Source: an optimization exercise on an open RTL-to-GDS flow (aim: a short achievable clock period and few clock cycles). Production flows keep margins and buffers that such runs may drop.
The RTL was checked by simulation tests, not by an equivalence proof against the original design.
No activity file was given, so power comes from the tool's default toggle rates.

$ cat config.mk
export PLATFORM = sky130hd
export DESIGN_NAME = MIPS_Multi
export DESIGN_NICKNAME = MIPS_Multi
export VERILOG_FILES = /design/flow/design.v
export SDC_FILE = /design/flow/constraint.sdc
export NUM_CORES = 4
export LEC_CHECK = 0
export CAP_MARGIN = 20
export CORE_MARGIN = 2
export CORE_UTILIZATION = 45
export PLACE_DENSITY = 0.6
export SLEW_MARGIN = 20
$ cat constraint.sdc
create_clock -name core_clock -period 7.5 [get_ports {clk}]
set_input_delay 1.5000 -clock core_clock [delete_from_list [all_inputs] [get_ports {clk}]]
set_output_delay 1.5000 -clock core_clock [all_outputs]
set_load 0.01 [all_outputs]
$ cat design.v
`timescale 1ns/1ns
module ALU(A, B, ALU_control, ALU_out, zero, negative, carry, overflow);
	input [31:0]A, B;
	input [2:0] ALU_control;
	output [31:0] ALU_out;
	output zero, negative, carry, overflow;
	reg zero, negative, carry, overflow;
	reg [31:0] ALU_out;
	reg addop, subop;
	wire [31:0] C;
	always@(*) begin
		case(ALU_control)
			3'd0:ALU_out = A+B;
			3'd1:ALU_out = A-B;
			3'd2:ALU_out = A&B;
			3'd3:ALU_out = 32'd0 - B;
			3'd4:ALU_out = B;
			default:ALU_out = B;
		endcase
	end
	assign carry = 1'b0;
	always@(*) begin
	{addop , subop}=2'b0;
		case(ALU_control)
			3'd0:addop = 1'b1;
			3'd1:subop = 1'b1;
		endcase
	end
	assign C = 32'd0 - B;
	assign overflow = addop ? ( (A[31]&B[31]&(~ALU_out[31]))|(~A[31]&(~B[31])&ALU_out[31]) ) : ( subop ?  ((A[31]&(C[31])&(~ALU_out[31]))|(~A[31]&(~C[31])&ALU_out[31])) : 1'b0 );
	assign negative = ALU_out[31];
	assign zero = (ALU_out==32'b0) ?1'b1:1'b0;
endmodule
module mux2to1_4(A, B, Sel, Out);
	input [3:0] A, B;
	input Sel;
	output [3:0] Out;
	assign Out = (~Sel)?A:
		 (Sel)?B:4'bx;
endmodule
module mux2to1_32(A, B, Sel, Out);
	input [31:0] A, B;
	input Sel;
	output [31:0] Out;
	assign Out = (~Sel)?A:
		 (Sel)?B:32'bx;
endmodule
module Sign_Extend_26(Input, Output);
	input [25:0]Input;
	output [31:0]Output;
	assign Output = (Input[25])?{6'd63, Input}:{6'b0, Input};
endmodule
module Sign_Extend_12(Input, Output);
	input [11:0] Input;
	output [31:0] Output;
	assign Output = (Input[11])?{12'b1, Input}:{12'b0, Input};
endmodule
module Register_File(clk, rst, Read_Reg1, Read_Reg2, Write_Reg, Write_Data, RegWrite, Read1, Read2);
	input [3:0] Read_Reg1, Read_Reg2, Write_Reg;
	input [31:0] Write_Data;
	input RegWrite, clk, rst;
	output [31:0] Read1, Read2;
	reg [0:15][31:0] registers;
	integer n;
	always@(posedge clk)begin
		if(rst)
			for(n=0; n<16; n = n+1)begin
				registers[n] <= 32'b0;
			end
		else if(RegWrite)begin
			registers[Write_Reg][31:0] <= Write_Data;
		end
	end
	assign Read1 = registers[Read_Reg1][31:0];
	assign Read2 = registers[Read_Reg2][31:0];
endmodule
module Register_1(clk, rst, Reg_Write, Input, Output);
	input Input, clk, rst, Reg_Write;
	output Output;
	reg Output;
	always@(posedge clk)begin
		if(rst) 
			Output <= 1'b0;
		else if (Reg_Write)
			Output <= Input;
		else Output <= Output;
	end
endmodule
module Register_ctrl(clk, rst, Reg_Write, Input, Output);
	input [31:0] Input;
	input clk, rst, Reg_Write;
	output [31:0] Output;
	reg [31:0] Output;
	always@(posedge clk)begin
		if(rst) 
			Output <= 32'b0;
		else if (Reg_Write)
			Output <= Input;
		else Output <= Output;
	end
endmodule
module Register(clk, rst, Input, Output);
	input [31:0] Input;
	input clk, rst;
	output [31:0] Output;
	reg [31:0] Output;
	always@(posedge clk)begin
		if(rst) 
			Output <= 32'b0;
		else Output <= Input;
	end
endmodule
`timescale 1ns/1ns
module DataPath(clk, rst, ALU_control, Memory_out, regwrite, PC_Write, IR_Write, ld_V, ld_N, ld_Z, ld_C, I_or_D, WD_sel, MDR_sel, OP_sel, OP2_sel, MUX_sel, Pc_set, Data_sel, rr_sel, wr_sel, condition, Adr, B_out, V_in, C_in, Z_in, N_in, IR_out);
	input [31:0]Memory_out;
	input [2:0]ALU_control;
	input clk, rst, PC_Write, IR_Write, regwrite, ld_V, ld_N, ld_Z, ld_C, I_or_D, WD_sel, MDR_sel, OP_sel, OP2_sel, MUX_sel, Pc_set, Data_sel, rr_sel, wr_sel;
	output [31:0] B_out, Adr;
	output condition, V_in, C_in, Z_in, N_in;
	output [31:0] IR_out;
	wire [3:0] read_data2, Write;
	wire [31:0] ALU_out, PC_out, IR_out ,MDR_out, mux_MDR_out, A_out, data1, data2, ALU_in, Write_Data, OpSel_out, Op2Sel_out, ALU_a, ALU_b, PcSet_out, SE1_out, SE2_out;
	wire V_out, C_out, Z_out, N_out, line1, line2, line3, line4;
	Register_ctrl PC(clk, rst, PC_Write, ALU_in, PC_out);
	Register_ctrl IR(clk, rst, IR_Write, Memory_out, IR_out);
	Register_1 V(clk, rst, ld_V, V_in, V_out);
	Register_1 N(clk, rst, ld_N, N_in, N_out);
	Register_1 Z(clk, rst, ld_Z, Z_in, Z_out);
	Register_1 C(clk, rst, ld_C, C_in, C_out);
	Register MDR(clk, rst, Memory_out, MDR_out);
	Register A(clk, rst, data1, A_out);
	Register B(clk, rst, data2, B_out);
	Register Aluout(clk, rst, ALU_in, ALU_out);
	mux2to1_32 IorD(PC_out, ALU_out, I_or_D, Adr);
	mux2to1_32 MUX_MDR(MDR_out, ALU_out, MDR_sel, mux_MDR_out);
	mux2to1_32 WrData(mux_MDR_out, PC_out, WD_sel, Write_Data);
	mux2to1_32 OpSel(A_out, PC_out, OP_sel, OpSel_out);
	mux2to1_32 Op2Sel(B_out, SE2_out, OP2_sel, Op2Sel_out);
	mux2to1_32 MuxSel(OpSel_out, ALU_out, MUX_sel, ALU_a);
	mux2to1_32 PcSet(32'b1, SE1_out, Pc_set, PcSet_out);
	mux2to1_32 DataSel(Op2Sel_out, PcSet_out, Data_sel, ALU_b);
	mux2to1_4 RrSel(IR_out[3:0], IR_out[15:12], rr_sel, read_data2);
	mux2to1_4 WrSel(IR_out[15:12], 4'd15, wr_sel, Write);
	Register_File RF(clk, rst, IR_out[19:16], read_data2, Write, Write_Data, regwrite, data1, data2);
	Sign_Extend_26 SE1(IR_out[25:0], SE1_out);
	Sign_Extend_12 SE2(IR_out[11:0], SE2_out);
	ALU ALU_(ALU_a, ALU_b, ALU_control, ALU_in, Z_in, N_in, C_in, V_in);
	assign line1 = Z_out&(~(IR_out[30] | IR_out[31]));
	assign line2 = ~Z_out&(V_out~^N_out)&(~(~IR_out[30] | IR_out[31]));
	assign line3 = ~(V_out~^N_out)&(~(~IR_out[31] | IR_out[30]));
	assign line4 = IR_out[30]&IR_out[31];
	assign condition = line1|line2|line3|line4;
endmodule
`timescale 1ns/1ns
module ALU_controller(ALUop, alu_function, ALU_control);
	input [1:0] ALUop;
	input [2:0] alu_function;
	output [2:0] ALU_control;
	reg [2:0] ALU_control;
	always @(*)begin
		if(ALUop == 2'd2)
			case(alu_function)
				3'd0:ALU_control = 3'd0;
				3'd1:ALU_control = 3'd1;
				3'd2:ALU_control = 3'd1;
				3'd3:ALU_control = 3'd2;
				3'd4:ALU_control = 3'd3;
				3'd5:ALU_control = 3'd2;
				3'd6:ALU_control = 3'd1;
				3'd7:ALU_control = 3'd4;
			endcase
		else if(ALUop == 2'd0)
			ALU_control = 3'd0;
		else if(ALUop == 2'd1)
			ALU_control = 3'd1;
		else
			ALU_control = 3'd0;
	end
endmodule
module controller(clk, rst, condition, Memory_out, ALUop, PC_Write, IR_Write, regwrite, ld_V, ld_N, ld_Z, ld_C, I_or_D, WD_sel, MDR_sel, OP_sel, OP2_sel, MUX_sel, Pc_set, Data_sel, rr_sel, wr_sel, MemWrite, MemRead);
	input clk, rst, condition;
	input [31:0] Memory_out;
	output PC_Write, IR_Write, regwrite, ld_V, ld_N, ld_Z, ld_C, I_or_D, WD_sel, MDR_sel, OP_sel, OP2_sel, MUX_sel, Pc_set, Data_sel, rr_sel, wr_sel, MemWrite, MemRead;
	output [1:0]ALUop;
	reg [1:0]ALUop;
	reg PC_Write, IR_Write, regwrite, ld_V, ld_N, ld_Z, ld_C, I_or_D, WD_sel, MDR_sel, OP_sel, OP2_sel, MUX_sel, Pc_set, Data_sel, rr_sel, wr_sel, MemWrite, MemRead;
	reg [4:0] ps,ns;
	wire L1, L2, I, DPI, DTI, BI, ADD, SUB;
	assign L1 = Memory_out[20];
	assign L2 = Memory_out[26];
	assign I = Memory_out[23];
	assign DPI = (Memory_out[29:24] == 6'b0)?1'b1:1'b0;
	assign DTI = (Memory_out[29:21] == 9'b010000000)?1'b1:1'b0;
	assign BI = (Memory_out[29:27] == 3'b101)?1'b1:1'b0;
	always @(posedge clk)begin
		if(rst)
			ps <= 5'd0;
		else
			ps <= ns;
	end
	always @(*)begin
		ns=5'd0;
		case(ps)
			5'd0:ns =5'd1;
			5'd1:if (condition == 1'b1)begin 
				if(DTI == 1'b1)begin 
					if(L1 == 1'b1) ns=5'd2;
					else ns=5'd4;
				end
				else if(DPI == 1'b1)begin
					if(I == 1'b1) ns=5'd11;
					else ns=5'd10;
				end
				else if(BI==1'b1) ns=5'd7;
			end
			else begin
				ns=5'd16;end 
			5'd2:ns = 5'd3;
			5'd3:ns = 5'd16;
			5'd4:ns = 5'd5;
			5'd5:ns = 5'd6;
			5'd6:ns = 5'd16;
			5'd7:ns = L2?5'd9:5'd8;
			5'd8:ns =5'd16;
			5'd9:ns = 5'd16;
			5'd10:ns = (Memory_out[22:20] == 3'd0 | Memory_out[22:20] == 3'd1 | Memory_out[22:20] == 3'd2 | Memory_out[22:20] == 3'd6)?5'd12:5'd14;
			5'd11:ns = (Memory_out[22:20] == 3'd0 | Memory_out[22:20] == 3'd1 | Memory_out[22:20] == 3'd2 | Memory_out[22:20] == 3'd6)?5'd12:5'd14;
			5'd12:ns = 5'd16;
			5'd14:ns = 5'd16;
			5'd16:ns = 5'd0;
			default:ns = 5'd0;
		endcase
	end
	always @(*)begin
		case(ps)
			5'd0: begin {MemRead, IR_Write}=2'b11;ALUop=2'b00;{PC_Write, regwrite, ld_V, ld_N, ld_Z, ld_C, I_or_D, WD_sel, MDR_sel, OP_sel, OP2_sel, MUX_sel, Pc_set, Data_sel, rr_sel, wr_sel, MemWrite}=17'd0;end
			5'd1:{PC_Write, IR_Write, regwrite, ld_V, ld_N, ld_Z, ld_C, I_or_D, WD_sel, MDR_sel, OP_sel, OP2_sel, MUX_sel, Pc_set, Data_sel, rr_sel, wr_sel, MemWrite, MemRead, ALUop}=21'd0;
			5'd2: begin {OP2_sel, rr_sel}=2'b11;{PC_Write, IR_Write, regwrite, ld_V, ld_N, ld_Z, ld_C, I_or_D, WD_sel, MDR_sel, OP_sel, MUX_sel, Pc_set, Data_sel, wr_sel, MemWrite, MemRead, ALUop}=19'd0;end
			5'd3: begin {I_or_D, MemWrite} = 2'b11;rr_sel=1'b1;{PC_Write, IR_Write, regwrite, ld_V, ld_N, ld_Z, ld_C, WD_sel, MDR_sel, OP_sel, OP2_sel, MUX_sel, Pc_set, Data_sel, wr_sel, MemRead, ALUop}=18'd0;end
			5'd4: begin {OP2_sel} = 1'b1;{PC_Write, IR_Write, regwrite, ld_V, ld_N, ld_Z, ld_C, I_or_D, WD_sel, MDR_sel, OP_sel, MUX_sel, Pc_set, Data_sel, rr_sel, wr_sel, MemWrite, MemRead, ALUop}=20'd0;end
			5'd5: begin {I_or_D, MemRead} = 2'b11;{PC_Write, IR_Write, regwrite, ld_V, ld_N, ld_Z, ld_C, WD_sel, MDR_sel, OP_sel, OP2_sel, MUX_sel, Pc_set, Data_sel, rr_sel, wr_sel, MemWrite, ALUop}=19'd0;end
			5'd6: begin regwrite = 1'b1;{PC_Write, IR_Write, ld_V, ld_N, ld_Z, ld_C, I_or_D, WD_sel, MDR_sel, OP_sel, OP2_sel, MUX_sel, Pc_set, Data_sel, rr_sel, wr_sel, MemWrite, MemRead, ALUop}=20'd0;end
			5'd7: begin {Data_sel, Pc_set, OP_sel} = 3'b111;{PC_Write, IR_Write, regwrite, ld_V, ld_N, ld_Z, ld_C, I_or_D, WD_sel, MDR_sel, OP2_sel, MUX_sel, rr_sel, wr_sel, MemWrite, MemRead, ALUop}=18'd0;end
			5'd8: begin {PC_Write}=1'b1;{OP_sel, MUX_sel, Pc_set, Data_sel}=4'b1011;{IR_Write, regwrite, ld_V, ld_N, ld_Z, ld_C, I_or_D, WD_sel, MDR_sel, OP2_sel, rr_sel, wr_sel, MemWrite, MemRead, ALUop}=16'd0;end
			5'd9: begin {Pc_set, MUX_sel, PC_Write, wr_sel, regwrite, WD_sel} = 6'b111111;{IR_Write, ld_V, ld_N, ld_Z, ld_C, I_or_D, MDR_sel, OP_sel, OP2_sel, Data_sel, rr_sel, MemWrite, MemRead, ALUop}=15'd0;end
			5'd10: begin {ALUop} = 2'b10;{PC_Write, IR_Write, regwrite, ld_V, ld_N, ld_Z, ld_C, I_or_D, WD_sel, MDR_sel, OP_sel, OP2_sel, MUX_sel, Pc_set, Data_sel, rr_sel, wr_sel, MemWrite, MemRead}=19'd0;end
			5'd11: begin {OP2_sel, ALUop} = 3'b110;{PC_Write, IR_Write, regwrite, ld_V, ld_N, ld_Z, ld_C, I_or_D, WD_sel, MDR_sel, OP_sel, MUX_sel, Pc_set, Data_sel, rr_sel, wr_sel, MemWrite, MemRead}=18'd0;end
			5'd12: begin {regwrite, MDR_sel, ld_V, ld_N, ld_Z, ld_C}=6'b111111;OP2_sel=I;ALUop=2'b10;{PC_Write, IR_Write, I_or_D, WD_sel, OP_sel, MUX_sel, Pc_set, Data_sel, rr_sel, wr_sel, MemWrite, MemRead}=12'd0;end
			5'd13:{PC_Write, IR_Write, regwrite, ld_V, ld_N, ld_Z, ld_C, I_or_D, WD_sel, MDR_sel, OP_sel, OP2_sel, MUX_sel, Pc_set, Data_sel, rr_sel, wr_sel, MemWrite, MemRead, ALUop}=21'd0;
			5'd14: begin {regwrite, MDR_sel, ld_Z, ld_N}=4'b1111;{PC_Write, IR_Write, ld_V, ld_C, I_or_D, WD_sel, OP2_sel, OP_sel, MUX_sel, Pc_set, Data_sel, rr_sel, wr_sel, MemWrite, MemRead, ALUop}=17'd0;end
		        5'd15:{PC_Write, IR_Write, regwrite, ld_V, ld_N, ld_Z, ld_C, I_or_D, WD_sel, MDR_sel, OP_sel, OP2_sel, MUX_sel, Pc_set, Data_sel, rr_sel, wr_sel, MemWrite, MemRead, ALUop}=21'd0;
			5'd16: begin {PC_Write, Data_sel, OP_sel}=3'b111;{IR_Write, regwrite, ld_V, ld_N, ld_Z, ld_C, I_or_D, WD_sel, MDR_sel, OP2_sel, MUX_sel, Pc_set, rr_sel, wr_sel, MemWrite, MemRead, ALUop}=18'd0;end
			default:{PC_Write, IR_Write, regwrite, ld_V, ld_N, ld_Z, ld_C, I_or_D, WD_sel, MDR_sel, OP_sel, OP2_sel, MUX_sel, Pc_set, Data_sel, rr_sel, wr_sel, MemWrite, MemRead, ALUop}=21'd0;
		endcase
	end
endmodule
`timescale 1ns/1ns
module MIPS_Multi(clk, rst, Memory_out, MemWrite, MemRead, Adr, B_out);
	input clk, rst;
	input [31:0] Memory_out;
	output MemWrite, MemRead;
	wire V_in, C_in, Z_in, N_in;
	wire [31:0] IR_out;
	output [31:0] Adr, B_out;
	wire MemWrite, MemRead, regwrite, PC_Write, IR_Write, ld_V, ld_N, ld_Z, ld_C, I_or_D, WD_sel, MDR_sel, OP_sel, OP2_sel, MUX_sel, Pc_set, Data_sel, rr_sel, wr_sel, condition;
	wire [31:0] Adr, B_out;
	wire [1:0]ALUop;
	wire [2:0] alu_function, ALU_control;
	assign alu_function = IR_out[22:20];
	DataPath DP(clk, rst, ALU_control, Memory_out, regwrite, PC_Write, IR_Write, ld_V, ld_N, ld_Z, ld_C, I_or_D, WD_sel, MDR_sel, OP_sel, OP2_sel, MUX_sel, Pc_set, Data_sel, rr_sel, wr_sel, condition, Adr, B_out, V_in, C_in, Z_in, N_in, IR_out);
	controller CL(clk, rst, condition, IR_out, ALUop, PC_Write, IR_Write, regwrite, ld_V, ld_N, ld_Z, ld_C, I_or_D, WD_sel, MDR_sel, OP_sel, OP2_sel, MUX_sel, Pc_set, Data_sel, rr_sel, wr_sel, MemWrite, MemRead);
	ALU_controller ALUCL(ALUop, alu_function, ALU_control);
endmodule
$ cat run.sh
#!/bin/bash
# synth_recipe.tcl (not shown) runs the flow's synth.tcl, then flattens the netlist and writes it again
# the make line also repeats each setting of config.mk as NAME=value (left out here)
make -C /OpenROAD-flow-scripts/flow DESIGN_CONFIG=/design/flow/config.mk WORK_HOME=/design/flow/orfs CLKGATE_MAP_FILE= SYNTH_SCRIPT=/design/flow/synth_recipe.tcl finish
==> run summary <==
==> registers in the layout, summed over array words and instances, names as in the netlist, 5 cells and up, named ones only <==
name              cells
DP.A.Output          32
DP.Aluout.Output     32
CL.ps                 5
DP.IR.Output         32
DP.B.Output          32
DP.MDR.Output        32
DP.RF.registers     512
DP.PC.Output         32
==> cell type report <==
| class | count | area (um^2) | share of cell area [%] |
|---|---|---|---|
| flip-flops and latches | 715 | 14300 | 33.3 |
| inverters | 23 | 86.3 | 0.201 |
| clock inverters | 29 | 395 | 0.919 |
| well taps | 1134 | 1420 | 3.30 |
| repair buffers | 222 | 2010 | 4.66 |
| clock buffers | 113 | 2310 | 5.36 |
| multi-input cells | 3207 | 22500 | 52.3 |
==> metal layers <==
| layer | vias up | part of all wire [%] | wire [um] |
|---|---|---|---|
| met5 | - | 0 | 0 |
| met4 | 0 | 5.2 | 7520 |
| met3 | 311 | 9.2 | 13500 |
| met2 | 1826 | 45 | 65200 |
| met1 | 16829 | 41 | 59500 |
| li1 | 15387 | - | - |
==> power by group through the flow <==
| stage | Sequential (mW) | Combinational, mW | Clock [mW] |
|---|---|---|---|
| 6_report | 4.18 | 2.77 | 4.06 |
| 3_3_place_gp | 4.26 | 2.72 | 0 |
| 4_1_cts | 4.17 | 2.72 | 4.10 |
| 2_1_floorplan | 4.13 | 1.86 | 0 |
| 5_1_grt | 4.19 | 2.95 | 4.24 |
| 3_5_place_dp | 4.25 | 2.71 | 0 |
==> kinds of logic (layout without fill, tap and decap cells) <==
| kind of cell | count (synthesis) | after routing | synth area share [%] |
|---|---|---|---|
| compound gates | 1036 | 1036 | 16.9 |
| fa+ha+maj | 36 | 36 | 1.20 |
| mux | 414 | 414 | 20.4 |
| xor+xnor | 64 | 64 | 1.47 |
| buf+inv | 398 | 387 | 4.02 |
| flops | 715 | 715 | 37.6 |
| simple gates | 1657 | 1657 | 18.4 |
==> cell usage in the layout, fill, tap and decap left out, types with 10 or more instances in the layout <==
cell / synthesis / routed
sky130_fd_sc_hd__clkinv_2: 0 / 14
sky130_fd_sc_hd__a21o_1: 17 / 17
sky130_fd_sc_hd__clkbuf_1: 304 / 15
sky130_fd_sc_hd__nand3_1: 42 / 37
sky130_fd_sc_hd__a21oi_1: 516 / 515
sky130_fd_sc_hd__clkbuf_16: 0 / 80
sky130_fd_sc_hd__mux2_2: 32 / 32
sky130_fd_sc_hd__a221o_1: 10 / 10
sky130_fd_sc_hd__xor2_1: 25 / 25
sky130_fd_sc_hd__nand2_1: 670 / 661
sky130_fd_sc_hd__clkdlybuf4s50_1: 0 / 98
sky130_fd_sc_hd__o21ai_0: 61 / 61
sky130_fd_sc_hd__a211oi_1: 108 / 108
sky130_fd_sc_hd__nor4_1: 13 / 12
sky130_fd_sc_hd__a31oi_1: 38 / 37
sky130_fd_sc_hd__dfxtp_1: 715 / 711
sky130_fd_sc_hd__o21a_1: 22 / 22
sky130_fd_sc_hd__ha_1: 35 / 35
sky130_fd_sc_hd__nor2_1: 660 / 654
sky130_fd_sc_hd__nor3_1: 40 / 30
sky130_fd_sc_hd__buf_4: 1 / 116
sky130_fd_sc_hd__mux4_2: 288 / 288
sky130_fd_sc_hd__mux2i_1: 94 / 91
sky130_fd_sc_hd__inv_1: 23 / 23
sky130_fd_sc_hd__a22oi_1: 144 / 144
sky130_fd_sc_hd__and2_1: 19 / 18
sky130_fd_sc_hd__and3_1: 27 / 25
sky130_fd_sc_hd__nand4_1: 10 / 10
sky130_fd_sc_hd__clkbuf_8: 0 / 18
sky130_fd_sc_hd__xnor2_1: 39 / 39
sky130_fd_sc_hd__o211ai_1: 14 / 14
sky130_fd_sc_hd__a22o_1: 10 / 10
sky130_fd_sc_hd__nor2b_1: 113 / 113
sky130_fd_sc_hd__nand2b_1: 12 / 12
==> how the worst max path moves through the flow <==
| stage | start | to | slack (ps) |
|---|---|---|---|
| after detailed placement | CL.ps[0] | DP.Z.Output | 410 |
| after floorplan | CL.ps[1] | DP.Z.Output | 1360 |
| final | CL.ps[0] | DP.Z.Output | 420 |
| after global routing | CL.ps[0] | DP.Z.Output | 50 |
| after global placement | CL.ps[0] | DP.Z.Output | 560 |
| after CTS | CL.ps[0] | DP.Z.Output | 330 |
==> synthesized netlist by cell type, types with 6 or more instances <==
cell type / instances
sky130_fd_sc_hd__o22ai_1: 6
sky130_fd_sc_hd__a221o_1: 10
sky130_fd_sc_hd__a21o_1: 17
sky130_fd_sc_hd__or2_2: 9
sky130_fd_sc_hd__ha_1: 35
sky130_fd_sc_hd__inv_1: 23
sky130_fd_sc_hd__a221oi_1: 9
sky130_fd_sc_hd__or4_1: 6
sky130_fd_sc_hd__o32ai_1: 6
sky130_fd_sc_hd__nand2_1: 670
sky130_fd_sc_hd__and2_1: 19
sky130_fd_sc_hd__or3_1: 9
sky130_fd_sc_hd__mux2i_1: 94
sky130_fd_sc_hd__buf_1: 57
sky130_fd_sc_hd__a22oi_1: 144
sky130_fd_sc_hd__a21oi_1: 516
sky130_fd_sc_hd__clkbuf_1: 304
sky130_fd_sc_hd__dfxtp_1: 715
sky130_fd_sc_hd__nand3_1: 42
sky130_fd_sc_hd__mux4_2: 288
sky130_fd_sc_hd__xor2_1: 25
sky130_fd_sc_hd__mux2_2: 32
sky130_fd_sc_hd__nor3_1: 40
sky130_fd_sc_hd__a211oi_1: 108
sky130_fd_sc_hd__buf_2: 10
sky130_fd_sc_hd__o31ai_1: 7
sky130_fd_sc_hd__o21ai_0: 61
sky130_fd_sc_hd__o211ai_1: 14
sky130_fd_sc_hd__nor2_1: 660
sky130_fd_sc_hd__xnor2_1: 39
sky130_fd_sc_hd__o21bai_1: 8
sky130_fd_sc_hd__nand2b_1: 12
sky130_fd_sc_hd__nor4_1: 13
sky130_fd_sc_hd__a31oi_1: 38
sky130_fd_sc_hd__nor2b_1: 113
sky130_fd_sc_hd__and3_1: 27
sky130_fd_sc_hd__a22o_1: 10
sky130_fd_sc_hd__o21a_1: 22
sky130_fd_sc_hd__nand4_1: 10
==> tightest hold or removal path: cells and delay by family, from the launching register on <==
| family | cells | cell delay [ps] |
|---|---|---|
| AO/OA/AOI/OAI | 1 | 50 |
| AND/OR/NAND/NOR | 1 | 50 |
| flip-flops | 1 | 310 |
==> timing repair <==
item	4_1_cts	5_1_grt
setup buffers	0	0
gates resized for setup	0	1
hold endpoints to repair	0	0
endpoints found under the setup margin	0	1
hold buffers	0	0
==> run summary <==
Status
The flow ran to the end and the layout has no timing, DRC or antenna violations.

Drt
For this run, the detailed router's first-pass iteration total came to 8. The ratio of routed vias to standard cells is 6.31. The violation count after the first detailed-routing iteration is 4093. The per-cell routed wire length is 26.8 um. The via count is 34353. After detailed routing, the number of remaining DRC violations is 0. The final routed wirelength across all metal layers is 146000 um. Once detail routing completed, the nets flagged for antenna violations numbered 0.

Place
The total placed cells including tap cells is 5301. Buffers placed on the I/O ports in this run total 99. The pre-CTS setup slack is 408 ps. At the end of routability-driven placement, the weighted congestion stood at 1.03. The half-perimeter wire length of the detailed placement result is 96600 um. After detailed placement, the total cell area comes to 40300 um^2.

Setup path
The worst reg-to-reg path cell count is 24. The maximum single-stage delay on the critical path is 640 ps. Traced cell by cell, the critical path runs through and2b_1 -> a221o_1 -> and3_1 -> a31oi_1 -> ha_1 -> inv_1 -> o41ai_2 -> buf_4 -> nand2_1 -> nor3_1 -> nor2_1 -> xnor2_1 -> ha_1 -> and3_1 -> nand2_1 -> o31ai_1 -> xnor2_1 -> nor2_1 -> a221oi_2 -> nand4_1 -> or4_1 -> nor4_1 -> nand4b_1 -> o32ai_1.

In this design, the largest share of critical-path delay is due to simple AND/OR/NAND/NOR gates. On the critical path, the stage with the largest delay is an instance of sky130_fd_sc_hd__dfxtp_1. The critical path contains buffers and inverters numbering 2 combined. In this run the worst path has a maximum fanout of 15.

The arrival time at the worst endpoint is 7640 ps. Across all register-to-register paths, the minimum setup slack is 420 ps. The critical path runs through a total of 24 cells. The critical path start-end classification is register to register. The critical path required time is 8060 ps. In this run the critical register-to-register path is launched from CL.ps[0].

STA classifies the critical path endpoint as a register. The worst register-to-register path ends at DP.Z.Output. The worst setup path is launched from a register.

Clocking
The TritonCTS sink count is 715. The number of levels the H-tree was split into is 3. The clock buffer count from CTS is 80. The root buffer cell chosen for the clock tree is sky130_fd_sc_hd__clkbuf_16. The insertion delay to the later sink of the worst-skew pair is 670 ps.

Counting along the longest clock path gives a buffer depth of 3. The clock tree from TritonCTS is done. After clock tree synthesis, the clock-pin slew on the worst setup and hold paths is 60 ps.

Flow run
The max capacitance violation total is 0.

Yosys
The net count after synthesis is 4390. The async set-or-reset flop fraction in the synthesized netlist is 0%. Counting flops with a built-in enable in the synthesized netlist gives 0.

The area share of the leading cell type in the synthesized netlist is 37.6%. After synthesis, flip-flops and latches occupy 37.6% of the total area. The post-synthesis instance area is 38100 um^2. The total of flip-flops plus latches after synthesis is 715. The library cell occupying the most area in the post-synthesis netlist is sky130_fd_sc_hd__dfxtp_1. The number of library cell types mapped by synthesis is 81. The Yosys step of the flow raised 11 warnings. Among all flip-flop cells after synthesis, the most frequent one is sky130_fd_sc_hd__dfxtp_1.

The number of standard cells after synthesis is 4320. By area the synthesized netlist is led by sky130_fd_sc_hd__dfxtp_1, sky130_fd_sc_hd__mux4_2, sky130_fd_sc_hd__a21oi_1. In this run the mean area of a mapped cell was 8.82 um^2.

Global route
The total congestion overflow is 0. The initial antenna violation count is 4. Global routing used 51.3% of the available met2 tracks. The met3 demand-to-capacity share in global routing is 5.51%. Entering global routing, the biggest net connects 191 pins.

The first global-routing pass estimated 215000 um of wire. The via count of the first global-routing pass is 32254. The most used routing layer in global routing is met2. Global routing used 44.9% of the available met1 tracks. The total global-route track usage is 33.0%.

Finish
The antenna diode count is 0. For this run, the share of the core covered by cells in the final layout is 51.4%. Fill cells in the final layout number 7824. Cells with a size suffix above 1 make up 14.9% of the layout.

The post-synthesis to final-layout area growth is 12.9%. After routing the design area is 43000 um^2. The final instance count without filler cells is 5443. The final-stage net count is 4319.

Floorplanning
The placeable core region is 83700 um^2. The floorplan has 106 rows. Measured along the x axis, the die boundary spans 295 um. The overall die area is 87000 um^2. The starting density of the core is 45.5%. Measured along the y axis, the die boundary spans 295 um. The I/O pin total is 100.

STA
Between clock sinks in the finished design, the worst skew comes to 34.0 ps. The number of max-slew violations in the final report is 0. The smallest setup slack after layout is 418 ps. The count of endpoints failing hold in the final timing report is 0. The final-report setup violation count is 0. Adding up every negative setup slack in the final design gives 0 ps. Measured against its own limit, the worst slew margin works out to 27.9%.

For the finished layout, the period the worst path requires is 7080 ps. Setup repair after global routing left no endpoint under its margin. Derived from the worst setup path, the maximum achievable clock frequency is 141 MHz.

The actual transition at the worst max-transition pin is 1080 ps. The hold slack is 464 ps. Dividing the final minimum period by the clock period gives 94.4%.

Pwr
The combinational share of power is 25.1%. The fraction of power spent switching nets is 33.6%. Total power for the finished layout comes to 11.0 mW. For this design the static power due to leakage is 15.3 nW. The clock network burns 36.9% of the power.

The total power per unit cell area is 256 nW/um^2. The worst voltage drop across the vdd grid is 0.190 mV. The internal cell power is 7.32 mW. The switching power is 3.70 mW.

Sequential cells account for 38.0% of the total power.

Worst hold path
The critical hold path startpoint is DP.RF.registers[228]. The min-delay analysis places its worst path in the category register to register. The worst hold path passes through 2 cells.

For hold timing, the worst endpoint is DP.RF.registers[228].
Testbench counts, summed over its fixed seeds: cycles 342,790.

what the ideal ports hide:
How much do the figures lean on ideal ports? The routed layout below was timed once more, with nothing changed but the port constraints. Step 1: set_driving_cell puts a clkbuf_16 on clk and a buf_2 on each other input, an assumption about the parent block. Step 2 times the ports against the registers' clock, not the clock port: input delays grow and output delays shrink by t, the midpoint of the rising clock arrivals with the driver on. a / b / c = ideal / step 1 / step 2; a / b = the first two.
t, ns: 0.714
setup slack, ns: 0.418 / 0.418 / 0.418
worst slew at a driven data input, ns: 0.05
pins driven straight from the clock port: 1
After both steps this run still meets setup and hold. For this run, drivers alone change the setup slack by 0.000 ns; drivers and shift together by 0.000 ns.
